Context: an optimization exercise on an open-source flow, tuned for small area, a short achievable clock period and few clock cycles per item. The choices shown serve that exercise and are no tape-out recipe.
Only simulation tests tie the RTL to the original design; equivalence was not proved.

==> flow/design.v (outline; a module is shown in full before it is edited, if it fits) <==
// module coeff_calc: 479 lines
// module fir: 4698 lines
// module fir_fa: 4 lines
// module fir_ha: 4 lines
module fir(
  clock,
  reset,
  calculate,
  data_in,
  data_out,
  data_good
);
  // ...
==> flow/flow/run.sh <==
#!/bin/bash
set -euo pipefail
MARGIN=$(cat flow/margin.txt)
TNS=$(cat flow/tns.txt)
# synthesis exactly as standard.sh does it
bash standard.sh synth > synth.log 2>&1
# the remaining steps: the same make command with the repair target added
sed -e "s|CLKGATE_MAP_FILE= |CLKGATE_MAP_FILE= SETUP_SLACK_MARGIN=$MARGIN TNS_END_PERCENT=$TNS 'BUFFER_PORTS_ARGS=-buffer_cell sky130_fd_sc_hd__buf_4' |" \
    standard.sh > flow_layout.sh
bash flow_layout.sh finish > layout.log 2>&1
test -f out/final.def
==> flow/flow/margin.txt <==
8.4
==> flow/flow/tns.txt <==
10
==> flow/standard.sh <==
#!/bin/bash
# synth_recipe.tcl (not shown) runs the flow's synth.tcl, then flattens the netlist and writes it again
# the make line also repeats each setting of config.mk as NAME=value (left out here)
make -C /OpenROAD-flow-scripts/flow DESIGN_CONFIG=/design/flow/config.mk WORK_HOME=/design/flow/orfs CLKGATE_MAP_FILE= SYNTH_SCRIPT=/design/flow/synth_recipe.tcl "${@:-finish}"
==> flow/config.mk <==
export PLATFORM = sky130hd
export DESIGN_NAME = fir
export DESIGN_NICKNAME = fir
export VERILOG_FILES = /design/flow/design.v
export SDC_FILE = /design/flow/constraint.sdc
export NUM_CORES = 4
export LEC_CHECK = 0
export ABC_CLOCK_PERIOD_IN_PS = 2000
export CAP_MARGIN = 20
export CORE_MARGIN = 2
export CORE_UTILIZATION = 55
export SLEW_MARGIN = 20
export SYNTH_HIERARCHICAL = 1
==> flow/constraint.sdc <==
create_clock -name core_clock -period 13.0 [get_ports {clock}]
set_input_delay 2.6000 -clock core_clock [delete_from_list [all_inputs] [get_ports {clock}]]
set_output_delay 2.6000 -clock core_clock [all_outputs]
set_load 0.01 [all_outputs]
==> key figures, run 1 <==
Run status
  – Status: finished clean

Yosys
  – Seq/Total Area, Yosys: 40.83%
  – Post-synth EDFFs: 969
  – Most frequent cells after synthesis: fa_1, edfxtp_1, inv_1
  – YS warnings: 7
  – Main combinational cell family by area after synthesis: adder cells
  – Most instantiated library cell after synthesis: fa_1
  – Yosys top cell by area: fa_1

Global routing
  – Largest net degree at the start of global routing: 163
  – Vias in the first global route: 39804
  – Number of antenna violations at the first check in global routing: 0

Worst hold path
  – Hold WC Path Type: flip-flop to flip-flop

Finish
  – Seq/total area: 36.34%
  – Clock buf count: 132
  – Footprint of the multi-input gates: 41790 µm²
  – Fin nets: 6049
  – Nonclk buf count: 284
  – Layout Cells excl Fill: 5821

Timing
  – Clock skew: 0.03516 ns
  – Hold WS: 0.4189 ns
  – Final Setup Violations: 0
  – Setup ws final: 8.021 ns
  – RSZ-0062 raised after global routing: yes

Setup path
  – Slowest stage delay, CP: 0.51 ns
  – CP required: 13.45 ns
  – Worst EP arrival: 5.43 ns

Die
  – Core area: 129500 µm²
  – Die Height: 365.2 µm

Placed design
  – Placed Cells: 5364

Detailed routing
  – Pre-antenna DRT Iters: 5
  – Met3 wire len: 9643 µm
Testbench counts, summed over its fixed seeds: cycles 4,000, items 4,000.
==> run 2: changes to the inputs <==
--- a/flow/config.mk
+++ b/flow/config.mk
@@ -9,5 +9,6 @@
 export CAP_MARGIN = 20
 export CORE_MARGIN = 2
 export CORE_UTILIZATION = 55
+export CTS_BUF_LIST = sky130_fd_sc_hd__clkbuf_4 sky130_fd_sc_hd__clkbuf_8
 export SLEW_MARGIN = 20
 export SYNTH_HIERARCHICAL = 1
==> run 2 against run 1 <==
Still clean on timing, DRC and antenna. Global-route usage increased by 0.16 points. Synthesized cell count unchanged. Sequential share of layout area is 0.13 points lower. Fmax up 0.34%. Die area unchanged. Worst hold slack got worse by 0.0045 ns. Cell area up 0.37%. Critical path type unchanged.
==> key figures, run 2 <==
Placed design
  – Post-detail-place hpwl: 147600 µm
  – GPL Wtd Cong: 0.9285
  – IO Port Bufs: 23

Global routing
  – Number of antenna violations at the first check in global routing: 2 (+2)
  – Total GRT Usage: 29.62%
  – Largest net degree at the start of global routing: 194 (+19%)
  – First-pass GRT wire length: 274800 µm
  – Global route total overflow: 0
  – Vias in the first global route: 40405 (+1.5%)

Timing
  – RSZ-0062 raised after global routing: yes
  – Final period util: 38.17%
  – Minimum clock period: 4.962 ns
  – Setup_tns: 0 ns
  – F_max: 201.5 MHz
  – Clock skew: 0.04603 ns (+0.01087 ns)
  – Worst Tran Pin Value: 1.304 ns
  – Count of final hold-check violations: 0
  – Slew Viols, Final: 0
  – Final Setup Violations: 0 (unchanged)
  – Rel. slew slack: 13.10%

Yosys
  – Library cells used by synthesis: 49
  – Register bit total from synthesis: 977
  – Ys flop type: edfxtp_1
  – Most instantiated library cell after synthesis: fa_1
  – Avg Cell Area, Syn: 19.95 µm²
  – Synth area leaders: fa_1, edfxtp_1, ha_1, inv_1, dfrtp_1
  – Ys async rst share: 0.8188%
  – Mapped Nets: 5662
  – YS warnings: 7 (unchanged)
  – Seq/Total Area, Yosys: 40.83% (unchanged)
  – Post-Syn Area: 71770 µm²
  – Yosys top cell by area: fa_1
  – Post-synth EDFFs: 969 (unchanged)
  – Synth top area share: 52.44%
  – Most frequent cells after synthesis: fa_1, edfxtp_1, inv_1
  – Synth Instances: 3598

Clocking
  – Insertion delay to the later sink of the worst-skew pair: 0.90 ns
  – CTS Buf Count: 173
  – Sink Count: 977
  – Clock transition at the registers of the reported paths: 0.07 ns
  – TritonCTS clock tree: built
  – H-tree Lvls: 4
  – Clock root buffer: clkbuf_8
  – Hold_buf cts: 0
  – CTS Buffer Depth: 3

Finish
  – Fin nets: 6132 (+1.4%)
  – Share of post-route cells with drive strength above 1: 22.48%
  – Fill cell count: 9354
  – Commonest non-fill, non-tap cells in the layout: fa_1, edfxtp_1, inv_1
  – Commonest non-fill, non-tap cell in the layout: fa_1
  – Area Overhead vs Synth: 12.75%

Setup path
  – Worst Setup Start Kind: primary input
  – FF-to-FF End: R5_12_1
  – Worst reg2reg setup slack: 8.09 ns
  – Reg2Reg Depth: 8
  – Worst EP arrival: 5.58 ns (+0.15 ns)
  – Most frequent CP cell: fa_2
  – CP Max Fanout: 4
  – CP required: 13.61 ns (+0.16 ns)
  – Worst Setup End Kind: flip-flop
  – Slowest stage delay, CP: 0.43 ns (-0.08 ns)
  – Worst reg2reg path startpoint: H42[7]
  – Crit Path Class: primary input to flip-flop
  – Worst-path cell chain: buf_4 -> inv_1 -> fa_2 -> fa_2 -> fa_1 -> ha_2 -> fa_2 -> a21o_1 -> a21oi_4 -> xnor2_2 -> and2_4 -> nand4_1 -> xnor2_1
  – Slowest-stage cell, CP: fa_2

Detailed routing
  – WL final: 182900 µm
  – DRC Markers: 0
  – Starting DRT DRC Count: 2951
  – Wire per inst: 30.71 µm
  – Vias per cell: 5.561
  – Via count: 33118
  – Pre-antenna DRT Iters: 7 (+2)
  – Final antenna-violating net count: 0

Die
  – Number of I/O pins: 24
  – Die Height: 365.2 µm (unchanged)
  – Num rows: 132
  – Core area: 129500 µm² (unchanged)
  – Initial Util: 55.42%
  – Die Area: 133400 µm²
  – DIE WIDTH: 365.2 µm

Worst hold path
  – Hold Path End: H17[6]
  – Hold Crit Start: H16[6]
  – Hold WC Path Type: flip-flop to flip-flop
  – Hold path depth: 0

Flow run
  – Max Cap Viol: 0

Run status
  – Status: finished clean
run 2: metrics by stage:
step / worst slack [ns] / hold WS [ns] / utilization [%] / cells / area [µm²]
3_5_place_dp: 6.805 / 0.4045 / 57.29 / 5364 / 74190
4_1_cts: 8.070 / 0.4169 / 62.34 / 5941 / 80720
3_3_place_gp: 6.877 / 0.4018 / 57.29 / 5364 / 74190
5_1_grt: 7.943 / 0.4245 / 62.49 / 5955 / 80920
2_1_floorplan: 3.083 / 0.4003 / - / 3598 / 71770
6_report: 8.038 / 0.4144 / 62.49 / 5955 / 80920
run 2: metal layers:
metal | wire length [µm] | global-route usage (%)
met3 | 10530 | 5.459
met4 | 6141 | 9.288
met5 | 0 | 0
met1 | 75460 | 42.34
met2 | 90720 | 47.22
run 2: Yosys stat by module, one instance, submodules excluded:
module | cell area (µm²) | cells | flops+latches
fir_ha | 12.51 | 1 | 0
fir_fa | 20.02 | 1 | 0
fir | 32660 | 1599 | 977
run 2: layout make-up:
type / instances / area [µm²] / area share (%)
multi-input combinational: 2250 / 41960 / 51.85
clock inverter: 97 / 888.4 / 1.098
timing repair buffer: 303 / 2440 / 3.015
inverter: 363 / 1409 / 1.741
sequential: 977 / 29300 / 36.21
tap: 1742 / 2180 / 2.694
clock buffer: 219 / 2733 / 3.377
antenna: 4 / 10.01 / 0.01237
run 2: timing repair:
action,CTS,global route
setup endpoints to repair,609,599
buffers inserted,261,8
gates cloned,0,1
gates resized for setup,367,25
pin swaps,215,9
run 2: worst max-delay path by stage:
stage	start	endpoint	slack [ns]	cells past startpoint
floorplan	calculate	H0[0]	3.08	1
global route	H0[8]	Y1[6]	7.94	16
global placement	data_in[9]	Y1[6]	6.88	13
CTS	H42[2]	R5_8_1	8.07	8
detailed placement	data_in[7]	Y1[6]	6.80	13
finish	data_in[7]	Y1[6]	8.04	13
run 2: cells by family after synthesis:
kind of cell | count (synthesis) | share of synthesized area, %
compound gates | 81 | 0.7497
xor+xnor | 32 | 0.3905
fa+ha+maj | 2051 | 55.42
buf+inv | 372 | 1.961
flops | 977 | 40.83
mux | 8 | 0.1255
simple gates | 77 | 0.5213
run 2: critical path: cells and delay by family:
kind / cells / cell delay [ns]
fa+ha+maj: 5 / 1.72
compound gates: 2 / 0.40
xor+xnor: 2 / 0.33
simple gates: 2 / 0.32
buf+inv: 2 / 0.21
==> run 3: changes to the inputs <==
==> flow/flow/margin.txt (replaced) <==
8.2
==> flow/flow/tns.txt (replaced) <==
100
--- a/flow/config.mk
+++ b/flow/config.mk
@@ -8,7 +8,6 @@
 export ABC_CLOCK_PERIOD_IN_PS = 2000
 export CAP_MARGIN = 20
 export CORE_MARGIN = 2
-export CORE_UTILIZATION = 55
-export CTS_BUF_LIST = sky130_fd_sc_hd__clkbuf_4 sky130_fd_sc_hd__clkbuf_8
+export CORE_UTILIZATION = 65
 export SLEW_MARGIN = 20
 export SYNTH_HIERARCHICAL = 1
==> run 3 against run 2 <==
Highest routed layer unchanged. Final cell count down 7.4%. Critical endpoint unchanged. Utilization rose by 11 points. Clock skew fell by 0.014 ns. Register-to-register slack improved by 0.06 ns. Worst hold slack gained 0.0065 ns.
==> key figures, run 3 <==
Setup path
  – Worst Setup End Kind: flip-flop
  – Most frequent CP cell: fa_2
  – Slowest-stage cell, CP: fa_2
  – Slowest stage delay, CP: 0.44 ns (about the same)
  – Worst-path cell chain: buf_12 -> inv_12 -> fa_2 -> fa_2 -> fa_2 -> ha_4 -> fa_2 -> a21o_1 -> a21oi_4 -> xnor2_2 -> and2_4 -> nand4_1 -> xnor2_1
  – Reg2Reg Depth: 15 (+7)
  – Worst Setup Start Kind: primary input
  – CP required: 13.44 ns (-0.17 ns)
  – FF-to-FF End: Y1[6]
  – Crit Path Class: primary input to flip-flop
  – Worst reg2reg path startpoint: H0[3]
  – Worst reg2reg setup slack: 8.15 ns (+0.06 ns)
  – Worst EP arrival: 5.38 ns (-0.20 ns)
  – CP Max Fanout: 3 (-1)

Global routing
  – Vias in the first global route: 38844 (-3.9%)
  – Total GRT Usage: 32.77% (+3.1 points)
  – First-pass GRT wire length: 256700 µm (-6.6%)
  – Number of antenna violations at the first check in global routing: 0 (-2)
  – Global route total overflow: 0 (unchanged)
  – Largest net degree at the start of global routing: 183 (-5.7%)

Worst hold path
  – Hold Crit Start: H16[1]
  – Hold path depth: 0 (unchanged)
  – Hold Path End: H17[1]
  – Hold WC Path Type: flip-flop to flip-flop

Detailed routing
  – Wire per inst: 30.98 µm (+0.91%)
  – WL final: 170800 µm (-6.6%)
  – DRC Markers: 0 (unchanged)
  – Vias per cell: 5.894 (+6.0%)
  – Via count: 32498 (-1.9%)
  – Starting DRT DRC Count: 2852 (-3.4%)
  – Pre-antenna DRT Iters: 5 (-2)
  – Final antenna-violating net count: 0 (unchanged)

Finish
  – Share of post-route cells with drive strength above 1: 16.07% (-6.4 points)
  – Fin nets: 6011 (-2.0%)
  – Commonest non-fill, non-tap cells in the layout: fa_1, edfxtp_1, inv_1
  – Fill cell count: 6433 (-31%)
  – Final Core Density: 73.05% (+11 points)
  – Commonest non-fill, non-tap cell in the layout: fa_1
  – Area Overhead vs Synth: 11.11%
  – Diodes inserted: 0 (-4)

Timing
  – Worst Tran Pin Value: 1.108 ns (-0.1956 ns)
  – Final period util: 37.96% (-0.21 points)
  – Minimum clock period: 4.935 ns (-0.02727 ns)
  – Slew Viols, Final: 0 (unchanged)
  – Final Setup Violations: 0 (unchanged)
  – Setup_tns: 0 ns (unchanged)
  – RSZ-0062 raised after global routing: yes
  – F_max: 202.6 MHz (+0.55%)
  – Count of final hold-check violations: 0 (unchanged)
  – Clock skew: 0.03205 ns (-0.01398 ns)
  – Rel. slew slack: 26.14% (+13 points)

Die
  – Number of I/O pins: 24 (unchanged)
  – DIE WIDTH: 336.3 µm (-7.9%)
  – Die Height: 336.3 µm (-7.9%)
  – Core area: 109200 µm² (-16%)
  – Initial Util: 65.75% (+10 points)
  – Num rows: 121 (-8.3%)
  – Die Area: 113100 µm² (-15%)

Yosys
  – Post-synth EDFFs: 969 (unchanged)
  – Mapped Nets: 5662 (unchanged)
  – Post-Syn Area: 71770 µm² (unchanged)
  – YS warnings: 7 (unchanged)
  – Most instantiated library cell after synthesis: fa_1
  – Ys async rst share: 0.8188% (unchanged)
  – Seq/Total Area, Yosys: 40.83% (unchanged)
  – Register bit total from synthesis: 977 (unchanged)
  – Avg Cell Area, Syn: 19.95 µm² (unchanged)
  – Synth top area share: 52.44% (unchanged)
  – Most frequent cells after synthesis: fa_1, edfxtp_1, inv_1
  – Synth area leaders: fa_1, edfxtp_1, ha_1, inv_1, dfrtp_1
  – Synth Instances: 3598 (unchanged)
  – Library cells used by synthesis: 49 (unchanged)
  – Yosys top cell by area: fa_1
  – Ys flop type: edfxtp_1

Clocking
  – Clock root buffer: clkbuf_16
  – CTS Buf Count: 107 (-38%)
  – CTS Buffer Depth: 3 (unchanged)
  – Clock transition at the registers of the reported paths: 0.06 ns (about the same)
  – TritonCTS clock tree: built
  – Sink Count: 977 (unchanged)
  – H-tree Lvls: 3 (-1)
  – Hold_buf cts: 0 (unchanged)
  – Insertion delay to the later sink of the worst-skew pair: 0.72 ns (-0.18 ns)

Run status
  – Status: finished clean

Placed design
  – Post-detail-place hpwl: 139600 µm (-5.4%)
  – IO Port Bufs: 23 (unchanged)
  – GPL Wtd Cong: 0.9718 (+4.7%)

Flow run
  – Max Cap Viol: 0 (unchanged)
run 3: cell count changes in the layout (fill, tap and decap cells not counted), sizes merged:
cell,previous run,this run
buf,303,249
clkbuf,219,131
clkinv,71,43
clkinvlp,13,16
diode,4,0
inv,363,360
or2,2,1
run 3: critical path: cells and delay by family:
kind,cells,cell delay (ns)
simple gates,2,0.29
compound gates,2,0.37
xor+xnor,2,0.30
fa+ha+maj,5,1.68
buf+inv,2,0.12
run 3: per-stage QoR:
| step | setup WS, ns | cell area (µm²) | cells | hold WS (ns) |
|---|---|---|---|---|
| global placement | 7.099 | 73960 | 5100 | 0.4017 |
| detailed placement | 6.930 | 73960 | 5100 | 0.4045 |
| floorplan | 3.083 | 71860 | 3598 | 0.4003 |
| CTS | 8.104 | 78440 | 5401 | 0.4192 |
| global route | 8.002 | 79740 | 5514 | 0.4290 |
| finish | 8.065 | 79740 | 5514 | 0.4208 |
run 3: worst max path at each step:
stage                    start      to  slack [ns]  depth (start not counted)
floorplan            calculate   H0[0]        3.08                          1
detailed placement   calculate  H57[9]        6.93                          5
global placement     calculate  H60[8]        7.10                          5
CTS                 data_in[9]   Y1[6]        8.10                         13
finish              data_in[7]   Y1[6]        8.06                         13
global route        data_in[7]   Y1[6]        8.00                         13
run 3: cell type report:
class,instances,area [µm²],share of cell area [%]
clock buffer,131,2788,3.496
tap,1476,1847,2.316
multi-input combinational,2249,41620,52.19
clock inverter,69,772.0,0.9681
inverter,363,1425,1.787
timing repair buffer,249,1989,2.495
sequential,977,29300,36.74
run 3: repair_timing:
action | in CTS | in global routing
gates resized for setup | 57 | 174
pin swaps | 21 | 87
gates cloned | 0 | 0
buffers inserted | 101 | 113
endpoints found under the setup margin | 181 | 390
endpoints found under the hold margin | 0 | 0
run 3: logic make-up after synthesis:
family | Yosys count | synth area share, %
flip-flops | 977 | 40.83
buffers and inverters | 372 | 1.961
AND/OR/NAND/NOR | 77 | 0.5213
adder cells (fa/ha/maj) | 2051 | 55.42
XOR/XNOR | 32 | 0.3905
multiplexers | 8 | 0.1255
AO/OA/AOI/OAI | 81 | 0.7497
run 3: per-layer routing:
layer / routed length, µm / vias up / share of wire, % / GRT usage [%]
met4: 8092 / 0 / 4.7 / 13.18
met1: 65590 / 18399 / 38 / 45.75
li1: - / 12578 / - / -
met5: 0 / - / 0 / 0
met2: 83790 / 1237 / 49 / 50.99
met3: 13370 / 284 / 7.8 / 8.131
run 3: per-module statistics from Yosys (local to each module, per instance):
| module | flops+latches | copies in the design |
|---|---|---|
| fir_fa | 0 | 1878 |
| fir | 977 | 1 |
| fir_ha | 0 | 121 |

==> static timing again, ports no longer ideal <==
The results above use ideal ports. As a check the final layouts listed here were re-extracted and re-timed, cells and wires unchanged. Step 1: set_driving_cell puts a clkbuf_16 on clock and a buf_2 on each other input, an assumption about the parent block. Step 2 times the ports against the registers' clock, not the clock port: input delays grow and output delays shrink by t, the midpoint of the rising clock arrivals with the driver on. Three values: no drivers, after step 1, after step 2; two values: the first two.
run	shift t [ns]	slack for setup (ns)	worst setup path at the end
run 1	0.787	8.021 / 8.025 / 7.243	input to register
run 2	0.945	8.038 / 8.081 / 7.136	input to register
run 3	0.764	8.065 / 8.071 / 7.307	input to register
After both steps every run listed still meets setup and hold. The setup slack of run 2, which loses most, moves by +0.043 ns with the drivers and by -0.902 ns with both steps.
